Context: an optimization exercise on an open-source flow, tuned for small area. The choices shown serve that exercise and are no tape-out recipe.
The RTL was checked by simulation tests, not by an equivalence proof against the original design.
Power figures rest on the tool's default switching activity, not on a simulated workload.

==> design.v <==
`timescale 1ns / 1ps
module top(input clk, rst, reset, start_stop, mode, edit_shift, inc, output reg buzzer, output [0:6] seg,output [3:0] digit,output reg [4:0] mode_value);
reg [1:0] edit_place;
reg [5:0] seconds,minutes;
reg [4:0] hours;
reg [5:0] seconds_temp,minutes_temp;
reg [4:0] hours_temp;
reg [5:0] al_minutes;
reg [4:0] al_hours;
reg [4:0] day_temp;
reg [3:0] month_temp;
wire [3:0] ones,tens,hundreds,thousands;
parameter clock = 0;
parameter edit =1;
parameter timer =2; 
parameter stop_watch=3;
parameter alarm=4;
parameter tm_stop=0;
parameter tm_start=1;
parameter sw_stop=0;
parameter sw_start=1;
parameter alarm_off=0;
parameter alarm_on=1;
reg tm_state, tm_nstate;
reg sw_state, sw_nstate;
reg alarm_state, alarm_nstate;
reg [2:0] state , nstate ;   
reg trigger;
reg sclk;
reg [6:0] count;
reg[31:0] scount;
reg[31:0] a_count;
digits digits_1(clk,reset,rst,state,seconds,minutes,hours,ones,tens,hundreds,thousands);
seven_seg seven_seg_1(clk,reset,rst,state,start_stop,inc,tm_state,sw_state,alarm_state,scount,edit_place,ones,tens,hundreds,thousands,seg,digit);
 always @(posedge clk) begin
     if(rst) begin
         count<=0;
         sclk<=1'b0;
     end
     else if(count==99) begin 
         count<=0;
         sclk<=~sclk;
     end 
     else count<=count+7'd1;
 end
 always @(posedge clk) begin
	if(rst) begin
		seconds_temp<=0;
		minutes_temp<=0;
		hours_temp<=0;
		buzzer<=0;
		a_count<=0;
	end
	else begin
	if(state==edit) begin
		if(edit_place==0 || edit_place==1) begin
			if (reset==1 && scount==31) begin
				hours_temp<=hours;
				minutes_temp<=minutes;
				seconds_temp<=seconds;
			end
			else if (inc==1 && scount==31) begin
				hours_temp<=hours;
				minutes_temp<=minutes;
			end
		end
	end
	if(sclk==1'b1 && count==0) begin  
		seconds_temp<=seconds_temp + 1; 
		if(seconds_temp==59) begin 
			seconds_temp<=0;  
			minutes_temp<=minutes_temp + 1;
			if(minutes_temp==59) begin 
				minutes_temp<=0; 
				hours_temp<=hours_temp + 1; 
			   if(hours_temp==23) begin  
					hours_temp<=0; 
				end 
			end
		end     
	end
	if(hours_temp==al_hours && minutes_temp==al_minutes && alarm_state==alarm_on) begin
		if(seconds_temp==0)
			buzzer<=1;
		else if(start_stop && buzzer==1) begin
			if(a_count<30)
				a_count<=a_count + 1;
			else if(start_stop && a_count==30) begin
				buzzer<=0;
				a_count<=a_count + 1;
			end
			else
				a_count<=a_count + 1;		
		end
		else
			a_count<=0;
	end
	else begin
		a_count<=0;
		buzzer<=0;
	end
	end
 end
always @(posedge clk) begin
    if(rst)
        mode_value<=5'b10000;
    else if(state==clock)
        mode_value<=5'b10000;
    else if(state==edit)
        mode_value<=5'b01000;
    else if(state==timer)
        mode_value<=5'b00100;
    else if(state==stop_watch)
        mode_value<=5'b00010;
	else if(state==alarm)
        mode_value<=5'b00001;
end
always@(posedge clk) begin
	if(rst) begin
		day_temp<=1;
		month_temp<=1;
	end
	else begin
	if(state==edit) begin
		if(edit_place==2 || edit_place==3) begin
			if (reset==1 && scount==31) begin
				day_temp<=hours;
				month_temp<=minutes;
			end
			else if (inc==1 && scount==31) begin
				day_temp<=hours;
				month_temp<=minutes;
			end
		end
	end
	if(seconds_temp==59 && minutes_temp==59 && hours_temp==23 && sclk==1 && count==99) begin
		day_temp<=day_temp + 1;
		if(month_temp==2 && day_temp==28) begin
			day_temp<=1;
			month_temp<=month_temp + 1;
		end
		else if(day_temp== (30+((month_temp & 1)^(month_temp>7)))) begin 
			day_temp<=1;
			month_temp<=month_temp + 1;
			if(month_temp==12) 
				month_temp<=1;
		end
	end
	end
end
always @(posedge(clk)) begin
	if(rst) begin
		state<=clock;
		nstate<=clock;
		trigger<=0;
		scount<=0;
		seconds<=0;
		minutes<=0;
		hours<=0;
		edit_place<=0;
		tm_state<=tm_stop;
		tm_nstate<=tm_stop;
		sw_state<=sw_stop;
		sw_nstate<=sw_stop;
		alarm_state<=alarm_off;
		alarm_nstate<=alarm_off;
		al_minutes<=0;
		al_hours<=0;
	end
	else
	case(state)
	clock: begin
		if(mode) begin
            if(scount<30)  
                scount<=scount+1;
            else begin
                if(mode && scount==30) begin  
			nstate<=edit;
			trigger<=1; 
                    	scount<=scount+1;
                end
                else begin
			nstate<=nstate;
                    	scount<=scount+1;
                end
            end
        end
		else if(alarm_state==alarm_on && start_stop) begin
			if(scount<30)
					scount<=scount + 1;
				else begin
					hours<=al_hours;
					minutes<=al_minutes;
				end
		end
		else if(inc) begin 
			if(scount<30)
				scount<=scount + 1;
			else begin
				hours<=day_temp;
				minutes<=month_temp;
			end
		end
		else begin
		    scount<=0;
			state<=nstate;
			hours<=hours_temp;
			minutes<=minutes_temp;
			seconds<=seconds_temp;
			alarm_state<=alarm_nstate;
		end
	end
	edit: begin
		if(trigger) begin
			edit_place<=0;
			trigger<=0;
		end
		if(reset) begin 
			if(scount<30)  
				scount<=scount+1;
			else begin
				if(reset && scount==30) begin  
					if(edit_place==0 || edit_place==1) begin
						seconds<=0;
						minutes<=0;
						hours<=0;
					end
					else begin
						hours<=1;
						minutes<=1;
					end
					scount<=scount+1;
				end
				else begin
					scount<=scount+1;
				end
			end
		end
		else if(mode) begin
			if(scount<30)  
				scount<=scount+1;
			else begin
				if(mode && scount==30) begin  
					nstate<=timer;
					scount<=scount+1;
				end
				else begin
					nstate<=nstate;
					scount<=scount+1;
					trigger<=1;
				end
			end
		end
		else if(edit_shift) begin
			if(scount<30)  
				scount<=scount+1;
			else begin
				if(edit_shift && scount==30) begin  
					scount<=scount+1;
					if(edit_place<3)
						edit_place<=edit_place + 1;
					else
						edit_place<=0;
				end
				else begin
					scount<=scount+1;
					edit_place<=edit_place;
				end
			end
		end
		else if(inc) begin
			if(scount<30)  
				scount<=scount+1;
			else begin
				if(inc && scount==30) begin  
					if(edit_place==0) begin  
						if(minutes<59)
							minutes<=minutes+1;
						else
							minutes<=0;
					end
					else if(edit_place==1) begin  
						if(hours<23)
							hours<=hours+1;
						else
							hours<=0;
					end 
					else if(edit_place==2) begin  
						if(minutes<12)
							minutes<=minutes + 1;
						else
							minutes<=1;
					end
					else if(edit_place==3) begin  
						if(minutes==2) begin
							if(hours<28)
								hours<=hours + 1;
							else
								hours<=1;
						end
						else begin
							if(hours < (30+((month_temp & 1)^(month_temp>7))))
								hours<=hours + 1;
							else
								hours<=1;
						end
					end
					scount<=scount+1;
				end
				else begin
					scount<=scount+1;
				end
			end
		end
		else begin
			if(edit_place==0 || edit_place==1) begin
				if(minutes!=minutes_temp || hours!=hours_temp) begin
					minutes<=minutes_temp;
					hours<=hours_temp;
				end
			end
			else begin
				if(minutes!=month_temp || hours!=day_temp) begin
					minutes<=month_temp;
					hours<=day_temp;
				end
			end
			scount<=0;
			if (nstate==timer)
				trigger<=1;
			state<=nstate;
		end
	  end
	timer: begin
		if(trigger) begin
			edit_place<=0;
			minutes<=0;
			seconds<=0;
			trigger<=0;
		end
		case(tm_state)
			tm_stop: begin
				if(reset == 1'b1) begin 
					if(scount<30)  
						scount<=scount+1;
					else begin
						if(reset && scount==30) begin  
							seconds<=0;
							minutes<=0;
							scount<=scount+1;
						end
						else begin
							seconds<=seconds;
							minutes<=minutes;
							scount<=scount+1;
						end
					end
				end
				else if(mode) begin
					if(scount<30)  
						scount<=scount+1;
					else begin
						if(mode && scount==30) begin   
							nstate<=stop_watch;
							trigger<=1;
							scount<=scount+1;
						end
						else begin
							nstate<=nstate;
							scount<=scount+1;
						end
					end
				end
				else if(inc) begin
					if(scount<30)  
						scount<=scount+1;
					else begin
						if(inc && scount==30) begin  
							if(edit_place==1) begin
								if(minutes<60)
									minutes<=minutes+1;
								else
									minutes<=0;
							end 
							else begin
								if(seconds<59)
									seconds<=seconds+1;
								else
									seconds<=0;
							end
							scount<=scount+1;
						end
						else begin
							scount<=scount+1;
							minutes<=minutes;
							seconds<=seconds;
						end
					end
				end
				else if(edit_shift) begin
					if(scount<30)  
						scount<=scount+1;
					else begin
						if(edit_shift && scount==30) begin  
							scount<=scount+1;
							if(edit_place<1)
								edit_place<=edit_place + 1;
							else
								edit_place<=0;
						end
						else begin
							edit_place<=edit_place;
							scount<=scount+1;
						end
					end
				end
				else if(start_stop) begin
					if(scount<30)  
						scount<=scount+1;
					else begin
						if(start_stop && scount==30) begin  
							tm_nstate<=tm_start;
							scount<=scount+1;
						end
						else begin
							tm_nstate<=tm_nstate;
							scount<=scount+1;
						end
					end
				end
				else begin
					scount<=0;
					if (nstate==stop_watch)
						trigger<=1;
					state<=nstate;
					tm_state<=tm_nstate;
				end
			end
			tm_start: begin
				if(start_stop) begin
					if(scount<30)  
						scount<=scount+1;
					else begin
						if(start_stop && scount==30) begin  
							tm_nstate<=tm_stop;
							scount<=scount+1;
						end
						else begin
							tm_nstate<=tm_nstate;
							scount<=scount+1;
						end
					end
				end
				else begin
					scount<=0;
					tm_state<=tm_nstate;
					if(sclk==1'b1 && count==0 && tm_nstate==tm_start) begin  
						if(minutes>0) begin
							if(seconds>0) 
								seconds<=seconds-1;
							else begin
								minutes<=minutes-1;
								seconds<=6'd59;
							end
						end
						else begin
							if(seconds==0) begin
							    tm_nstate<=tm_stop;
								seconds<=seconds;
								minutes<=minutes;
							end
							else
								seconds<=seconds-1;
						end		
					end
				end
			end
			default: begin
				tm_state<=tm_stop;
				seconds<=seconds;
				minutes<=minutes;
			end
		endcase
		end
		stop_watch: begin
			if(trigger) begin
				edit_place<=0;
				minutes<=0;
				seconds<=0;
				trigger<=0;
			end
			case(sw_state)
			sw_stop: begin
				if(reset == 1'b1) begin 
					if(scount<30)  
						scount<=scount+1;
					else begin
						if(reset && scount==30) begin  
							seconds<=0;
							minutes<=0;
							scount<=scount+1;
						end
						else begin
							seconds<=seconds;
							minutes<=minutes;
							scount<=scount+1;
						end
					end
				end
				else if(mode) begin
					if(scount<30)  
						scount<=scount+1;
					else begin
						if(mode && scount==30) begin   
							nstate<=alarm;
							scount<=scount+1;
						end
						else begin
							nstate<=nstate;
							scount<=scount+1;
							trigger<=1;
						end
					end
				end
				else if(start_stop) begin
					if(scount<30)  
						scount<=scount+1;
					else begin
						if(start_stop && scount==30) begin  
							sw_nstate<=sw_start;
							scount<=scount+1;
						end
						else begin
							sw_nstate<=sw_nstate;
							scount<=scount+1;
						end
					end
				end
				else begin
					scount<=0;
					if (nstate==alarm)
						trigger<=1;
					state<=nstate;
					sw_state<=sw_nstate;
				end
			end
			sw_start: begin
				if(start_stop) begin
					if(scount<30)  
						scount<=scount+1;
					else begin
						if(start_stop && scount==30) begin  
							sw_nstate<=sw_stop;
							scount<=scount+1;
						end
						else begin
							sw_nstate<=sw_nstate;
							scount<=scount+1;
						end
					end
				end
				else begin
					scount<=0;
					sw_state<=sw_nstate;
					if(sclk==1'b1 && count==0 && sw_nstate==sw_start) begin  
						if(minutes<59) begin
							if(seconds<59) 
								seconds<=seconds+1;
							else begin
								minutes<=minutes+1;
								seconds<=6'd00;
							end
						end
						else begin
							if(seconds==6'd59) begin
							    sw_nstate<=sw_stop;
								seconds<=seconds;
								minutes<=minutes;
							end
							else
								seconds<=seconds+1;
						end		
					end
				end
			end
			default: begin
				sw_state<=sw_stop;
				seconds<=seconds;
				minutes<=minutes;
			end
			endcase
		end
		alarm: begin
			if(trigger) begin
				edit_place<=0;
				minutes<=al_minutes;
				hours  <=al_hours;
				trigger<=0;
			end
			case(alarm_state)
				alarm_off: begin
					if(mode) begin
						if(scount<30)  
							scount<=scount+1;
						else begin
							if(mode && scount==30) begin   
								nstate<=clock;
								scount<=scount+1;
							end
							else begin
								nstate<=nstate;
								scount<=scount+1;
							end
						end
					end
					else if(start_stop) begin
						if(scount<30)  
							scount<=scount+1;
						else begin
							if(start_stop && scount==30) begin  
								alarm_nstate<=alarm_on;
								scount<=scount+1;
							end
							else begin
								alarm_nstate<=alarm_nstate;
								scount<=scount+1;
							end
						end
					end
					else if(inc) begin
						if(scount<30)  
							scount<=scount+1;
						else begin
							if(inc && scount==30) begin  
								if(edit_place==1) begin
									if(hours<23)
										hours<=hours+1;
									else
										hours<=0;
								end 
								else if(edit_place==0) begin
									if(minutes<59)
										minutes<=minutes+1;
									else
										minutes<=0;
								end
								scount<=scount+1;
							end
							else begin
								scount<=scount+1;
							end
						end
					end
					else if(edit_shift) begin
						if(scount<30)  
							scount<=scount+1;
						else begin
							if(edit_shift && scount==30) begin  
								scount<=scount+1;
								if(edit_place<1)
									edit_place<=edit_place + 1;
								else
									edit_place<=0;
							end
							else begin
								edit_place<=edit_place;
								scount<=scount+1;
							end
						end
					end
					else begin
						scount<=0;
						al_minutes<=minutes;
						al_hours<=hours;
						state<=nstate;
						alarm_state<=alarm_nstate;
					end
				end
				alarm_on: begin
					if(mode) begin
						if(scount<30)  
							scount<=scount+1;
						else begin
							if(mode && scount==30) begin   
								nstate<=clock;
								scount<=scount+1;
							end
							else begin
								nstate<=nstate;
								scount<=scount+1;
							end
						end
					end
					else if(start_stop) begin
						if(scount<30)  
							scount<=scount+1;
						else begin
							if(start_stop && scount==30) begin  
								alarm_nstate<=alarm_off;
								scount<=scount+1;
							end
							else begin
								alarm_nstate<=alarm_nstate;
								scount<=scount+1;
							end
						end
					end
					else begin
						scount<=0;
						state<=nstate;
						alarm_state<=alarm_nstate;
					end
				end
			endcase
		end
		default: begin
			state<=clock;
			seconds<=seconds;
			minutes<=minutes;
			hours<=hours;
		end
	endcase
end
endmodule
`timescale 1ns / 1ps
module digits(
    input clk,
    input reset,
    input rst,
	input [2:0] state,
    input [5:0] seconds, minutes,
    input [4:0] hours,
    output reg [3:0] ones,
    output reg [3:0] tens,
    output reg [3:0] hundreds,
    output reg [3:0] thousands
    );
    always @(posedge clk or posedge reset)
    begin
        if (reset) begin
            ones <= 0;
            tens <= 0;
            hundreds <= 0;
            thousands <= 0;
        end 
        else if (rst) begin
            ones <= 0;
            tens <= 0;
            hundreds <= 0;
            thousands <= 0;
        end
        else begin
			if(state==0 || state==1 || state==4) begin
				ones <= minutes % 10;
				tens <= minutes / 10;
				hundreds <= hours % 10;
				thousands <= hours / 10;
			end
			else if(state==2 || state==3) begin
				ones <= seconds % 10;
				tens <= seconds / 10;
				hundreds <= minutes % 10;
				thousands <= minutes / 10;
			end
        end
    end
endmodule
`timescale 1ns / 1ps
module seven_seg(
    input clk_100MHz,
    input reset,
    input rst,
    input [2:0] state,
    input start_stop,
    input inc,
    input tm_state,
	input sw_state,
	input alarm_state,
	input [31:0] scount,
    input [1:0] edit_place,
    input [3:0] ones,
    input [3:0] tens,
    input [3:0] hundreds,
    input [3:0] thousands,
    output reg [0:6] seg,       
    output reg [3:0] digit     
    );
    parameter ZERO  = 7'b000_0001;  
    parameter ONE   = 7'b100_1111;  
    parameter TWO   = 7'b001_0010;  
    parameter THREE = 7'b000_0110;  
    parameter FOUR  = 7'b100_1100;  
    parameter FIVE  = 7'b010_0100; 
    parameter SIX   = 7'b010_0000;  
    parameter SEVEN = 7'b000_1111;
    parameter EIGHT = 7'b000_0000;  
    parameter NINE  = 7'b000_0100;  
    reg [1:0] digit_select;      
    reg [1:0] digit_timer;      
     reg sclk;
     reg [5:0] count;
     always @(posedge clk_100MHz) begin
          if(rst) begin
              count<=0;
              sclk<=1'b0;
          end
          else if(count==49) begin 
              count<=0;
              sclk<=~sclk;
          end 
          else count<=count+6'd1;
     end
    always @(posedge clk_100MHz or posedge reset) begin
        if(reset) begin
            digit_select <= 0;
            digit_timer <= 0; 
        end
        else if(rst) begin
            digit_select <= 0;
            digit_timer <= 0;
        end
        else                                         
            if(digit_timer == 3 ) begin 
                digit_timer <= 0;                    
                digit_select <=  digit_select + 1;
            end
            else
                digit_timer <=  digit_timer + 1;
    end
    always @* begin
        case(digit_select) 
            2'b00 : digit = 4'b1110;  
            2'b01 : digit = 4'b1101;  
            2'b10 : digit = 4'b1011;  
            2'b11 : digit = 4'b0111;  
        endcase
    end
    always @*
        case(digit_select)
            2'b00 : begin 
						if(state==0 && alarm_state==1 && start_stop && scount>29) begin  
                            if(sclk==1'b0) begin
                                seg=7'b111_1111;
                            end
                            else begin
                                case(ones)
                                    4'b0000 : seg = ZERO;
                                    4'b0001 : seg = ONE;
                                    4'b0010 : seg = TWO;
                                    4'b0011 : seg = THREE;
                                    4'b0100 : seg = FOUR;
                                    4'b0101 : seg = FIVE;
                                    4'b0110 : seg = SIX;
                                    4'b0111 : seg = SEVEN;
                                    4'b1000 : seg = EIGHT;
                                    4'b1001 : seg = NINE;
                                default : seg = 7'b111_1111;
                                endcase
                            end
                        end
						else if(state==0 && inc && scount>29) begin  
                            if(sclk==1'b0) begin
                                seg=7'b111_1111;
                            end
                            else begin
                                case(ones)
                                    4'b0000 : seg = ZERO;
                                    4'b0001 : seg = ONE;
                                    4'b0010 : seg = TWO;
                                    4'b0011 : seg = THREE;
                                    4'b0100 : seg = FOUR;
                                    4'b0101 : seg = FIVE;
                                    4'b0110 : seg = SIX;
                                    4'b0111 : seg = SEVEN;
                                    4'b1000 : seg = EIGHT;
                                    4'b1001 : seg = NINE;
                                default : seg = 7'b111_1111;
                                endcase
                            end
                        end
                        else if(state==1  && edit_place==0) begin
                            if(sclk==1'b0) begin
                                seg=7'b111_1111;
                            end
                            else begin
                                case(ones)
                                    4'b0000 : seg = ZERO;
                                    4'b0001 : seg = ONE;
                                    4'b0010 : seg = TWO;
                                    4'b0011 : seg = THREE;
                                    4'b0100 : seg = FOUR;
                                    4'b0101 : seg = FIVE;
                                    4'b0110 : seg = SIX;
                                    4'b0111 : seg = SEVEN;
                                    4'b1000 : seg = EIGHT;
                                    4'b1001 : seg = NINE;
                                default : seg = 7'b111_1111;
                                endcase
                            end
                        end
                        else if(state==1  && edit_place==2) begin
                            if(sclk==1'b0) begin
                                seg=7'b111_1111;
                            end
                            else begin
                                case(ones)
                                    4'b0000 : seg = ZERO;
                                    4'b0001 : seg = ONE;
                                    4'b0010 : seg = TWO;
                                    4'b0011 : seg = THREE;
                                    4'b0100 : seg = FOUR;
                                    4'b0101 : seg = FIVE;
                                    4'b0110 : seg = SIX;
                                    4'b0111 : seg = SEVEN;
                                    4'b1000 : seg = EIGHT;
                                    4'b1001 : seg = NINE;
                                default : seg = 7'b111_1111;
                                endcase
                            end
                        end
                        else if(state==2 && tm_state==0 &&  edit_place==0) begin
                            if(sclk==1'b0) begin
                                seg=7'b111_1111;
                            end
                            else begin
                                case(ones)
                                    4'b0000 : seg = ZERO;
                                    4'b0001 : seg = ONE;
                                    4'b0010 : seg = TWO;
                                    4'b0011 : seg = THREE;
                                    4'b0100 : seg = FOUR;
                                    4'b0101 : seg = FIVE;
                                    4'b0110 : seg = SIX;
                                    4'b0111 : seg = SEVEN;
                                    4'b1000 : seg = EIGHT;
                                    4'b1001 : seg = NINE;
                                default : seg = 7'b111_1111;
                                endcase
                            end
                        end
						else if(state==3 && sw_state==0) begin
                            if(sclk==1'b0) begin
                                seg=7'b111_1111;
                            end
                            else begin
                                case(ones)
                                    4'b0000 : seg = ZERO;
                                    4'b0001 : seg = ONE;
                                    4'b0010 : seg = TWO;
                                    4'b0011 : seg = THREE;
                                    4'b0100 : seg = FOUR;
                                    4'b0101 : seg = FIVE;
                                    4'b0110 : seg = SIX;
                                    4'b0111 : seg = SEVEN;
                                    4'b1000 : seg = EIGHT;
                                    4'b1001 : seg = NINE;
                                default : seg = 7'b111_1111;
                                endcase
                            end
                        end
						else if(state==4 && alarm_state==0 &&  edit_place==0) begin
                            if(sclk==1'b0) begin
                                seg=7'b111_1111;
                            end
                            else begin
                                case(ones)
                                    4'b0000 : seg = ZERO;
                                    4'b0001 : seg = ONE;
                                    4'b0010 : seg = TWO;
                                    4'b0011 : seg = THREE;
                                    4'b0100 : seg = FOUR;
                                    4'b0101 : seg = FIVE;
                                    4'b0110 : seg = SIX;
                                    4'b0111 : seg = SEVEN;
                                    4'b1000 : seg = EIGHT;
                                    4'b1001 : seg = NINE;
                                default : seg = 7'b111_1111;
                                endcase
                            end
                        end
                        else begin
                            case(ones)
                                4'b0000 : seg = ZERO;
                                4'b0001 : seg = ONE;
                                4'b0010 : seg = TWO;
                                4'b0011 : seg = THREE;
                                4'b0100 : seg = FOUR;
                                4'b0101 : seg = FIVE;
                                4'b0110 : seg = SIX;
                                4'b0111 : seg = SEVEN;
                                4'b1000 : seg = EIGHT;
                                4'b1001 : seg = NINE;
                                default : seg = 7'b111_1111;
                            endcase
                        end
            end               
            2'b01 : begin      
						if(state==0 && alarm_state==1 && start_stop && scount>29) begin
                            if(sclk==1'b0) begin
                                seg=7'b111_1111;
                            end
                            else begin
                                case(tens)
                                    4'b0000 : seg = ZERO;
                                    4'b0001 : seg = ONE;
                                    4'b0010 : seg = TWO;
                                    4'b0011 : seg = THREE;
                                    4'b0100 : seg = FOUR;
                                    4'b0101 : seg = FIVE;
                                    4'b0110 : seg = SIX;
                                    4'b0111 : seg = SEVEN;
                                    4'b1000 : seg = EIGHT;
                                    4'b1001 : seg = NINE;
                                default : seg = 7'b111_1111;
                                endcase
                            end
                        end
						else if(state==0 && inc && scount>29) begin  
                            if(sclk==1'b0) begin
                                seg=7'b111_1111;
                            end
                            else begin
                                case(tens)
                                    4'b0000 : seg = ZERO;
                                    4'b0001 : seg = ONE;
                                    4'b0010 : seg = TWO;
                                    4'b0011 : seg = THREE;
                                    4'b0100 : seg = FOUR;
                                    4'b0101 : seg = FIVE;
                                    4'b0110 : seg = SIX;
                                    4'b0111 : seg = SEVEN;
                                    4'b1000 : seg = EIGHT;
                                    4'b1001 : seg = NINE;
                                default : seg = 7'b111_1111;
                                endcase
                            end
                        end
                        else if(state==1 && edit_place==0) begin
                            if(sclk==1'b0) begin
                                seg=7'b111_1111;
                            end
                            else begin
                                case(tens)
                                    4'b0000 : seg = ZERO;
                                    4'b0001 : seg = ONE;
                                    4'b0010 : seg = TWO;
                                    4'b0011 : seg = THREE;
                                    4'b0100 : seg = FOUR;
                                    4'b0101 : seg = FIVE;
                                    4'b0110 : seg = SIX;
                                    4'b0111 : seg = SEVEN;
                                    4'b1000 : seg = EIGHT;
                                    4'b1001 : seg = NINE;
                                default : seg = 7'b111_1111;
                                endcase
                            end
                        end
                        else if(state==1  && edit_place==2) begin
                            if(sclk==1'b0) begin
                                seg=7'b111_1111;
                            end
                            else begin
                                case(tens)
                                    4'b0000 : seg = ZERO;
                                    4'b0001 : seg = ONE;
                                    4'b0010 : seg = TWO;
                                    4'b0011 : seg = THREE;
                                    4'b0100 : seg = FOUR;
                                    4'b0101 : seg = FIVE;
                                    4'b0110 : seg = SIX;
                                    4'b0111 : seg = SEVEN;
                                    4'b1000 : seg = EIGHT;
                                    4'b1001 : seg = NINE;
                                default : seg = 7'b111_1111;
                                endcase
                            end
                        end
                        else if(state==2 && tm_state==0 && edit_place==0) begin
                            if(sclk==1'b0) begin
                                seg=7'b111_1111;
                            end
                            else begin
                                case(tens)
                                    4'b0000 : seg = ZERO;
                                    4'b0001 : seg = ONE;
                                    4'b0010 : seg = TWO;
                                    4'b0011 : seg = THREE;
                                    4'b0100 : seg = FOUR;
                                    4'b0101 : seg = FIVE;
                                    4'b0110 : seg = SIX;
                                    4'b0111 : seg = SEVEN;
                                    4'b1000 : seg = EIGHT;
                                    4'b1001 : seg = NINE;
                                default : seg = 7'b111_1111;
                                endcase
                            end
                        end
						else if(state==3 && sw_state==0) begin
                            if(sclk==1'b0) begin
                                seg=7'b111_1111;
                            end
                            else begin
                                case(tens)
                                    4'b0000 : seg = ZERO;
                                    4'b0001 : seg = ONE;
                                    4'b0010 : seg = TWO;
                                    4'b0011 : seg = THREE;
                                    4'b0100 : seg = FOUR;
                                    4'b0101 : seg = FIVE;
                                    4'b0110 : seg = SIX;
                                    4'b0111 : seg = SEVEN;
                                    4'b1000 : seg = EIGHT;
                                    4'b1001 : seg = NINE;
                                default : seg = 7'b111_1111;
                                endcase
                            end
                        end
						else if(state==4 && alarm_state==0 &&  edit_place==0) begin
                            if(sclk==1'b0) begin
                                seg=7'b111_1111;
                            end
                            else begin
                                case(tens)
                                    4'b0000 : seg = ZERO;
                                    4'b0001 : seg = ONE;
                                    4'b0010 : seg = TWO;
                                    4'b0011 : seg = THREE;
                                    4'b0100 : seg = FOUR;
                                    4'b0101 : seg = FIVE;
                                    4'b0110 : seg = SIX;
                                    4'b0111 : seg = SEVEN;
                                    4'b1000 : seg = EIGHT;
                                    4'b1001 : seg = NINE;
                                default : seg = 7'b111_1111;
                                endcase
                            end
                        end
                        else begin
                            case(tens)
                                4'b0000 : seg = ZERO;
                                4'b0001 : seg = ONE;
                                4'b0010 : seg = TWO;
                                4'b0011 : seg = THREE;
                                4'b0100 : seg = FOUR;
                                4'b0101 : seg = FIVE;
                                4'b0110 : seg = SIX;
                                4'b0111 : seg = SEVEN;
                                4'b1000 : seg = EIGHT;
                                4'b1001 : seg = NINE;
                                default : seg = 7'b111_1111;
                            endcase
                        end
                    end
            2'b10 : begin   
		    if(state==0 && alarm_state==1 && start_stop && scount>29) begin  
                            if(sclk==1'b0) begin
                                seg=7'b111_1111;
                            end
                            else begin
                                case(hundreds)
                                    4'b0000 : seg = ZERO;
                                    4'b0001 : seg = ONE;
                                    4'b0010 : seg = TWO;
                                    4'b0011 : seg = THREE;
                                    4'b0100 : seg = FOUR;
                                    4'b0101 : seg = FIVE;
                                    4'b0110 : seg = SIX;
                                    4'b0111 : seg = SEVEN;
                                    4'b1000 : seg = EIGHT;
                                    4'b1001 : seg = NINE;
                                default : seg = 7'b111_1111;
                                endcase
                            end
                        end
						else if(state==0 && inc && scount>29) begin  
                            if(sclk==1'b0) begin
                                seg=7'b111_1111;
                            end
                            else begin
                                case(hundreds)
                                    4'b0000 : seg = ZERO;
                                    4'b0001 : seg = ONE;
                                    4'b0010 : seg = TWO;
                                    4'b0011 : seg = THREE;
                                    4'b0100 : seg = FOUR;
                                    4'b0101 : seg = FIVE;
                                    4'b0110 : seg = SIX;
                                    4'b0111 : seg = SEVEN;
                                    4'b1000 : seg = EIGHT;
                                    4'b1001 : seg = NINE;
                                default : seg = 7'b111_1111;
                                endcase
                            end
                        end
                        else if(state==1  && edit_place==1) begin
                            if(sclk==1'b0) begin
                                seg=7'b111_1111;
                            end
                            else begin
                                case(hundreds)
                                    4'b0000 : seg = ZERO;
                                    4'b0001 : seg = ONE;
                                    4'b0010 : seg = TWO;
                                    4'b0011 : seg = THREE;
                                    4'b0100 : seg = FOUR;
                                    4'b0101 : seg = FIVE;
                                    4'b0110 : seg = SIX;
                                    4'b0111 : seg = SEVEN;
                                    4'b1000 : seg = EIGHT;
                                    4'b1001 : seg = NINE;
                                default : seg = 7'b111_1111;
                                endcase
                            end
                        end
                        else if(state==1  && edit_place==3) begin
                            if(sclk==1'b0) begin
                                seg=7'b111_1111;
                            end
                            else begin
                                case(hundreds)
                                    4'b0000 : seg = ZERO;
                                    4'b0001 : seg = ONE;
                                    4'b0010 : seg = TWO;
                                    4'b0011 : seg = THREE;
                                    4'b0100 : seg = FOUR;
                                    4'b0101 : seg = FIVE;
                                    4'b0110 : seg = SIX;
                                    4'b0111 : seg = SEVEN;
                                    4'b1000 : seg = EIGHT;
                                    4'b1001 : seg = NINE;
                                default : seg = 7'b111_1111;
                                endcase
                            end
                        end
                        else if(state==2 && tm_state==0 && edit_place==1) begin
                            if(sclk==1'b0) begin
                                seg=7'b111_1111;
                            end
                            else begin
                                case(hundreds)
                                    4'b0000 : seg = ZERO;
                                    4'b0001 : seg = ONE;
                                    4'b0010 : seg = TWO;
                                    4'b0011 : seg = THREE;
                                    4'b0100 : seg = FOUR;
                                    4'b0101 : seg = FIVE;
                                    4'b0110 : seg = SIX;
                                    4'b0111 : seg = SEVEN;
                                    4'b1000 : seg = EIGHT;
                                    4'b1001 : seg = NINE;
                                default : seg = 7'b111_1111;
                                endcase
                            end
                        end
			else if(state==3 && sw_state==0) begin
                            if(sclk==1'b0) begin
                                seg=7'b111_1111;
                            end
                            else begin
                                case(hundreds)
                                    4'b0000 : seg = ZERO;
                                    4'b0001 : seg = ONE;
                                    4'b0010 : seg = TWO;
                                    4'b0011 : seg = THREE;
                                    4'b0100 : seg = FOUR;
                                    4'b0101 : seg = FIVE;
                                    4'b0110 : seg = SIX;
                                    4'b0111 : seg = SEVEN;
                                    4'b1000 : seg = EIGHT;
                                    4'b1001 : seg = NINE;
                                default : seg = 7'b111_1111;
                                endcase
                            end
                        end
			else if(state==4 && alarm_state==0 && edit_place==1) begin
                            if(sclk==1'b0) begin
                                seg=7'b111_1111;
                            end
                            else begin
                                case(hundreds)
                                    4'b0000 : seg = ZERO;
                                    4'b0001 : seg = ONE;
                                    4'b0010 : seg = TWO;
                                    4'b0011 : seg = THREE;
                                    4'b0100 : seg = FOUR;
                                    4'b0101 : seg = FIVE;
                                    4'b0110 : seg = SIX;
                                    4'b0111 : seg = SEVEN;
                                    4'b1000 : seg = EIGHT;
                                    4'b1001 : seg = NINE;
                                default : seg = 7'b111_1111;
                                endcase
                            end
                        end
                        else begin
                            case(hundreds)
                                4'b0000 : seg = ZERO;
                                4'b0001 : seg = ONE;
                                4'b0010 : seg = TWO;
                                4'b0011 : seg = THREE;
                                4'b0100 : seg = FOUR;
                                4'b0101 : seg = FIVE;
                                4'b0110 : seg = SIX;
                                4'b0111 : seg = SEVEN;
                                4'b1000 : seg = EIGHT;
                                4'b1001 : seg = NINE;
                                default : seg = 7'b111_1111;
                            endcase
                        end
                    end
            2'b11 : begin     
			if(state==0 && alarm_state==1 && start_stop && scount>29) begin  
                            if(sclk==1'b0) begin
                                seg=7'b111_1111;
                            end
                            else begin
                                case(thousands)
                                    4'b0000 : seg = ZERO;
                                    4'b0001 : seg = ONE;
                                    4'b0010 : seg = TWO;
                                    4'b0011 : seg = THREE;
                                    4'b0100 : seg = FOUR;
                                    4'b0101 : seg = FIVE;
                                    4'b0110 : seg = SIX;
                                    4'b0111 : seg = SEVEN;
                                    4'b1000 : seg = EIGHT;
                                    4'b1001 : seg = NINE;
                                default : seg = 7'b111_1111;
                                endcase
                            end
                        end
			else if(state==0 && inc && scount>29) begin  
                            if(sclk==1'b0) begin
                                seg=7'b111_1111;
                            end
                            else begin
                                case(thousands)
                                    4'b0000 : seg = ZERO;
                                    4'b0001 : seg = ONE;
                                    4'b0010 : seg = TWO;
                                    4'b0011 : seg = THREE;
                                    4'b0100 : seg = FOUR;
                                    4'b0101 : seg = FIVE;
                                    4'b0110 : seg = SIX;
                                    4'b0111 : seg = SEVEN;
                                    4'b1000 : seg = EIGHT;
                                    4'b1001 : seg = NINE;
                                default : seg = 7'b111_1111;
                                endcase
                            end
                        end
                        else if(state==1  && edit_place==1) begin
                            if(sclk==1'b0) begin
                                seg=7'b111_1111;
                            end
                            else begin
                                case(thousands)
                                    4'b0000 : seg = ZERO;
                                    4'b0001 : seg = ONE;
                                    4'b0010 : seg = TWO;
                                    4'b0011 : seg = THREE;
                                    4'b0100 : seg = FOUR;
                                    4'b0101 : seg = FIVE;
                                    4'b0110 : seg = SIX;
                                    4'b0111 : seg = SEVEN;
                                    4'b1000 : seg = EIGHT;
                                    4'b1001 : seg = NINE;
                                default : seg = 7'b111_1111;
                                endcase
                            end
                        end
                        else if(state==1  && edit_place==3) begin
                            if(sclk==1'b0) begin
                                seg=7'b111_1111;
                            end
                            else begin
                                case(thousands)
                                    4'b0000 : seg = ZERO;
                                    4'b0001 : seg = ONE;
                                    4'b0010 : seg = TWO;
                                    4'b0011 : seg = THREE;
                                    4'b0100 : seg = FOUR;
                                    4'b0101 : seg = FIVE;
                                    4'b0110 : seg = SIX;
                                    4'b0111 : seg = SEVEN;
                                    4'b1000 : seg = EIGHT;
                                    4'b1001 : seg = NINE;
                                default : seg = 7'b111_1111;
                                endcase
                            end
                        end
                        else if(state==2 && tm_state==0 && edit_place==1) begin
                            if(sclk==1'b0) begin
                                seg=7'b111_1111;
                            end
                            else begin
                                case(thousands)
                                    4'b0000 : seg = ZERO;
                                    4'b0001 : seg = ONE;
                                    4'b0010 : seg = TWO;
                                    4'b0011 : seg = THREE;
                                    4'b0100 : seg = FOUR;
                                    4'b0101 : seg = FIVE;
                                    4'b0110 : seg = SIX;
                                    4'b0111 : seg = SEVEN;
                                    4'b1000 : seg = EIGHT;
                                    4'b1001 : seg = NINE;
                                default : seg = 7'b111_1111;
                                endcase
                            end
                        end
			else if(state==3 && sw_state==0) begin
                            if(sclk==1'b0) begin
                                seg=7'b111_1111;
                            end
                            else begin
                                case(thousands)
                                    4'b0000 : seg = ZERO;
                                    4'b0001 : seg = ONE;
                                    4'b0010 : seg = TWO;
                                    4'b0011 : seg = THREE;
                                    4'b0100 : seg = FOUR;
                                    4'b0101 : seg = FIVE;
                                    4'b0110 : seg = SIX;
                                    4'b0111 : seg = SEVEN;
                                    4'b1000 : seg = EIGHT;
                                    4'b1001 : seg = NINE;
                                default : seg = 7'b111_1111;
                                endcase
                            end
                        end
			else if(state==4 && alarm_state==0 && edit_place==1) begin
                            if(sclk==1'b0) begin
                                seg=7'b111_1111;
                            end
                            else begin
                                case(thousands)
                                    4'b0000 : seg = ZERO;
                                    4'b0001 : seg = ONE;
                                    4'b0010 : seg = TWO;
                                    4'b0011 : seg = THREE;
                                    4'b0100 : seg = FOUR;
                                    4'b0101 : seg = FIVE;
                                    4'b0110 : seg = SIX;
                                    4'b0111 : seg = SEVEN;
                                    4'b1000 : seg = EIGHT;
                                    4'b1001 : seg = NINE;
                                default : seg = 7'b111_1111;
                                endcase
                            end
                        end
                        else begin
                            case(thousands)
                                4'b0000 : seg = ZERO;
                                4'b0001 : seg = ONE;
                                4'b0010 : seg = TWO;
                                4'b0011 : seg = THREE;
                                4'b0100 : seg = FOUR;
                                4'b0101 : seg = FIVE;
                                4'b0110 : seg = SIX;
                                4'b0111 : seg = SEVEN;
                                4'b1000 : seg = EIGHT;
                                4'b1001 : seg = NINE;
                                default : seg = 7'b111_1111;
                            endcase
                        end
                    end
        endcase
endmodule
==> run.sh <==
#!/bin/bash
# synth_recipe.tcl (not shown) runs the flow's synth.tcl, then flattens the netlist and writes it again
# the make line also repeats each setting of config.mk as NAME=value (left out here)
make -C /OpenROAD-flow-scripts/flow DESIGN_CONFIG=/design/flow/config.mk WORK_HOME=/design/flow/orfs CLKGATE_MAP_FILE= SYNTH_SCRIPT=/design/flow/synth_recipe.tcl finish
==> config.mk <==
export PLATFORM = sky130hd
export DESIGN_NAME = top
export DESIGN_NICKNAME = top
export VERILOG_FILES = /design/flow/design.v
export SDC_FILE = /design/flow/constraint.sdc
export NUM_CORES = 4
export LEC_CHECK = 0
export CAP_MARGIN = 20
export CORE_MARGIN = 2
export CORE_UTILIZATION = 40
export SLEW_MARGIN = 20
==> constraint.sdc <==
create_clock -name core_clock -period 10.0 [get_ports {clk}]
set_input_delay 2.0000 -clock core_clock [delete_from_list [all_inputs] [get_ports {clk}]]
set_output_delay 2.0000 -clock core_clock [all_outputs]
set_load 0.01 [all_outputs]
==> results.py <==
metrics = {
    "sta": {
        "hold_ws_ns": 0.432,
        "tightest_slew_ns": 1.09,
        "timing.fmax_ghz": 0.132,
        "min_period_ns": 7.58,
        "setup_tns_ns": 0,
        "setup_viol": 0,
        "min_period_over_period_pct": 75.8,
        "fin_skew_ns": 0.0136,
        "rsz0062_at_grt": "false",
        "setup_ws_ns": 2.42,
        "hold_viol": 0,
        "slew-limit-headroom_pct": 26.8,
        "drv_slew": 0,
    },
    "synthesis": {
        "synth_largest_area_cell": "dfxtp_1",
        "synth_edf_count": 0,
        "synthArstFlopShare_pct": 10.5,
        "syn_nets": 2031,
        "yosysMostFrequentCell": "nor2_1",
        "synth_cell_type_count": 85,
        "ys_seq_elements": 172,
        "synth_cells": 1950,
        "synthTopCellsByArea": "dfxtp_1 (22%), ha_1 (6.6%), nor2_1 (6.2%)",
        "seq_area_frac_synth_pct": 25.1,
        "syn_area_mm2": 0.0141,
        "syn_avg_cell_area_um2": 7.22,
        "yosysWarnings": 3,
        "yosysTopAreaCellShare_pct": 21.9,
        "synth_commonest_cells": "nor2_1 (233), nand2_1 (177), a21oi_1 (162)",
        "ys.flop_type": "dfxtp_1",
    },
    "job": {
        "maxCapViolations": 0,
    },
    "grt": {
        "grt_pass1_wl_um": 77600,
        "grt_max_degree": 53,
        "grt_pass1_vias": 14000,
        "overflow": 0,
        "antenna_found_initial": 0,
        "gr-usage-all-layers_pct": 26.7,
    },
    "critical_path": {
        "worstSetupStartpointType": "input port",
        "path_class": "input port to primary output",
        "required_ns": 8.00,
        "cp.arrival_ns": 5.58,
        "worst-path-max-fanout": 22,
        "endpoint_kind": "primary output",
        "setup.worst_path.start": "start_stop",
        "timing.rr.start": "scount[5]",
    },
    "detailed_routing": {
        "ant_nets": 0,
        "drc": 0,
        "dr.first_iter.drc_count": 1365,
        "via_per_inst": 6.29,
        "dr.pass1.iters": 5,
        "via_count": 14800,
        "wl_per_cell_um": 20.7,
        "wl_um": 48500,
    },
    "pwr": {
        "p_comb_share_pct": 7.9,
        "p_leak_nw": 5.48,
        "seqPwrFrac_pct": 44.9,
        "totalPowerFinal_mw": 1.56,
        "ir_drop_mv": 0.121,
        "power.internal_mw": 1.16,
        "p_sw_share_pct": 25.6,
        "netSwitchingPower_mw": 0.399,
        "powerDensity_mw_per_mm2": 103,
        "p_clk_share_pct": 47.2,
    },
    "floorplan": {
        "io_pins": 24,
        "die_h_um": 192,
        "start_util_pct": 40.7,
        "dieArea_mm2": 0.0367,
        "die_w_um": 192,
        "fp-row-count": 68,
        "core_mm2": 0.0346,
    },
    "cts": {
        "path_clk_slew_ns": 0.07,
        "cts_resized": 0,
        "cts_buffers": 17,
        "postCtsSetupBuffers": 0,
        "cts-root-buf": "clkbuf_16",
        "htreeDepth": 4,
        "insertion_delay_ns": 0.47,
        "cts_tree": "built",
        "clock-sinks": 172,
        "cts-hold-fix-buffers": 0,
        "clockBufferDepth": 2,
    },
    "final_layout": {
        "final.fill_count": 3523,
        "final_nets": 1962,
        "drive_gt1_share_pct": 5.34,
        "area.growth.synth_to_final_pct": 7.94,
        "antenna_cells": 0,
        "final_util_pct": 43.9,
    },
    "hold_path": {
        "min-delay-start": "seven_seg_1.digit_timer[0]",
        "hp-class": "flip-flop to flip-flop",
    },
    "placement": {
        "pre_cts_slack_ns": 2.48,
        "place.gp.congestion": 0.970,
        "port_buffers": 23,
        "hpwl_um": 35000,
    },
    "outcome": {
        "outcome": "complete, no violations",
    },
}
## kinds of logic after synthesis
group	synth area share [%]
XOR/XNOR	5.78
flip-flops	25.1
multiplexers	3.46
AO/OA/AOI/OAI	26.0
AND/OR/NAND/NOR	26.9
adder cells (fa/ha/maj)	6.64
buffers and inverters	6.12
## metal layers
layer | wire length (µm) | global-route usage (%) | vias up
met5 | 0 | 0 | -
met2 | 22400 | 43.3 | 645
met4 | 2070 | 13.6 | 0
met3 | 3440 | 4.07 | 128
met1 | 20600 | 34.4 | 7043
li1 | - | - | 6955
## cell usage in the layout (no fill, tap or decap), types with 32 or more instances in the layout
cell type	netlist	final
a31oi_1	41	41
ha_1	74	74
inv_1	80	80
dfxtp_1	154	154
mux2i_1	42	42
nand2_1	177	177
buf_4	0	32
xnor2_1	44	44
nand3_1	73	73
o21ai_0	130	130
a21oi_1	162	162
nor3_1	55	55
nor4_1	35	34
xor2_1	49	49
nor2_1	233	233
## worst max-delay path: stages
cell             delay (ns)
clkdlybuf4s50_1        0.46
buf_4                  0.28
nand2_1                0.45
nand2b_1               0.44
o311a_1                0.22
nor2_1                 0.07
a21oi_1                0.45
a21o_1                 0.30
a221oi_1               0.09
a22oi_1                0.23
clkdlybuf4s50_1        0.57
## registers in the layout, indices dropped and copies added (netlist names), 6 cells and up
name	cells
a_count	32
al_minutes	6
count	7
minutes	6
minutes_temp	6
scount	32
seconds	6
seconds_temp	6
seven_seg_1.count	6
## area by class of cell
class                   instances  area, µm²  area share [%]
well taps                     455        569            3.74
repair buffers                 54        460            3.03
clock buffers                  19        443            2.91
inverters                      83        312            2.05
flip-flops and latches        172       3530            23.2
clock inverters                12        186            1.23
multi-input cells            1553       9700            63.8
## through the flow
stage | instance area [µm²] | instances
after CTS | 15200 | 2348
final | 15200 | 2348
after floorplan | 14100 | 1950
after global placement | 14600 | 2317
after global routing | 15200 | 2348
after detailed placement | 14600 | 2317
## final timing paths
check                                                  end  slack [ns]  cells after the start
worst max-delay path                                seg[1]        2.42                     11
worst min-delay path            seven_seg_1.digit_timer[0]        0.43                      1
worst max register to register               month_temp[3]        5.88                      7
worst min register to register  seven_seg_1.digit_timer[0]        0.43                      1
max in group asynchronous                 digits_1.tens[1]        7.48                      4
min in group asynchronous            digits_1.thousands[0]        2.24                      4
## power groups by stage
stage	Sequential (mW)	Combinational [mW]	Clock [mW]
after floorplan	0.712	0.0810	0
after global placement	0.716	0.119	0
after detailed placement	0.716	0.120	0
after CTS	0.700	0.121	0.749
after global routing	0.702	0.134	0.772
final	0.701	0.123	0.737

[what the ideal ports hide]
How much do the figures lean on ideal ports? The routed layout below was timed once more, with nothing changed but the port constraints.
Step 1: set_driving_cell puts a clkbuf_16 on clk and a buf_2 on each other input, an assumption about the parent block.
Step 2, shift: input delay + t, output delay - t, t = (earliest + latest rising clock arrival at the registers) / 2. This alone moves slack from input paths to output paths.
Three values: ideal, step 1, step 2; two values: the first two.
t (ns): 0.514
slack for setup (ns): 2.417 / 2.392 / 2.392
worst setup path at the end: input to output
clock arrival spread, ns: 0.013 / 0.014
After both steps setup and hold are still met in this run. For this run, drivers alone change the setup slack by -0.025 ns; drivers and shift together by -0.025 ns.
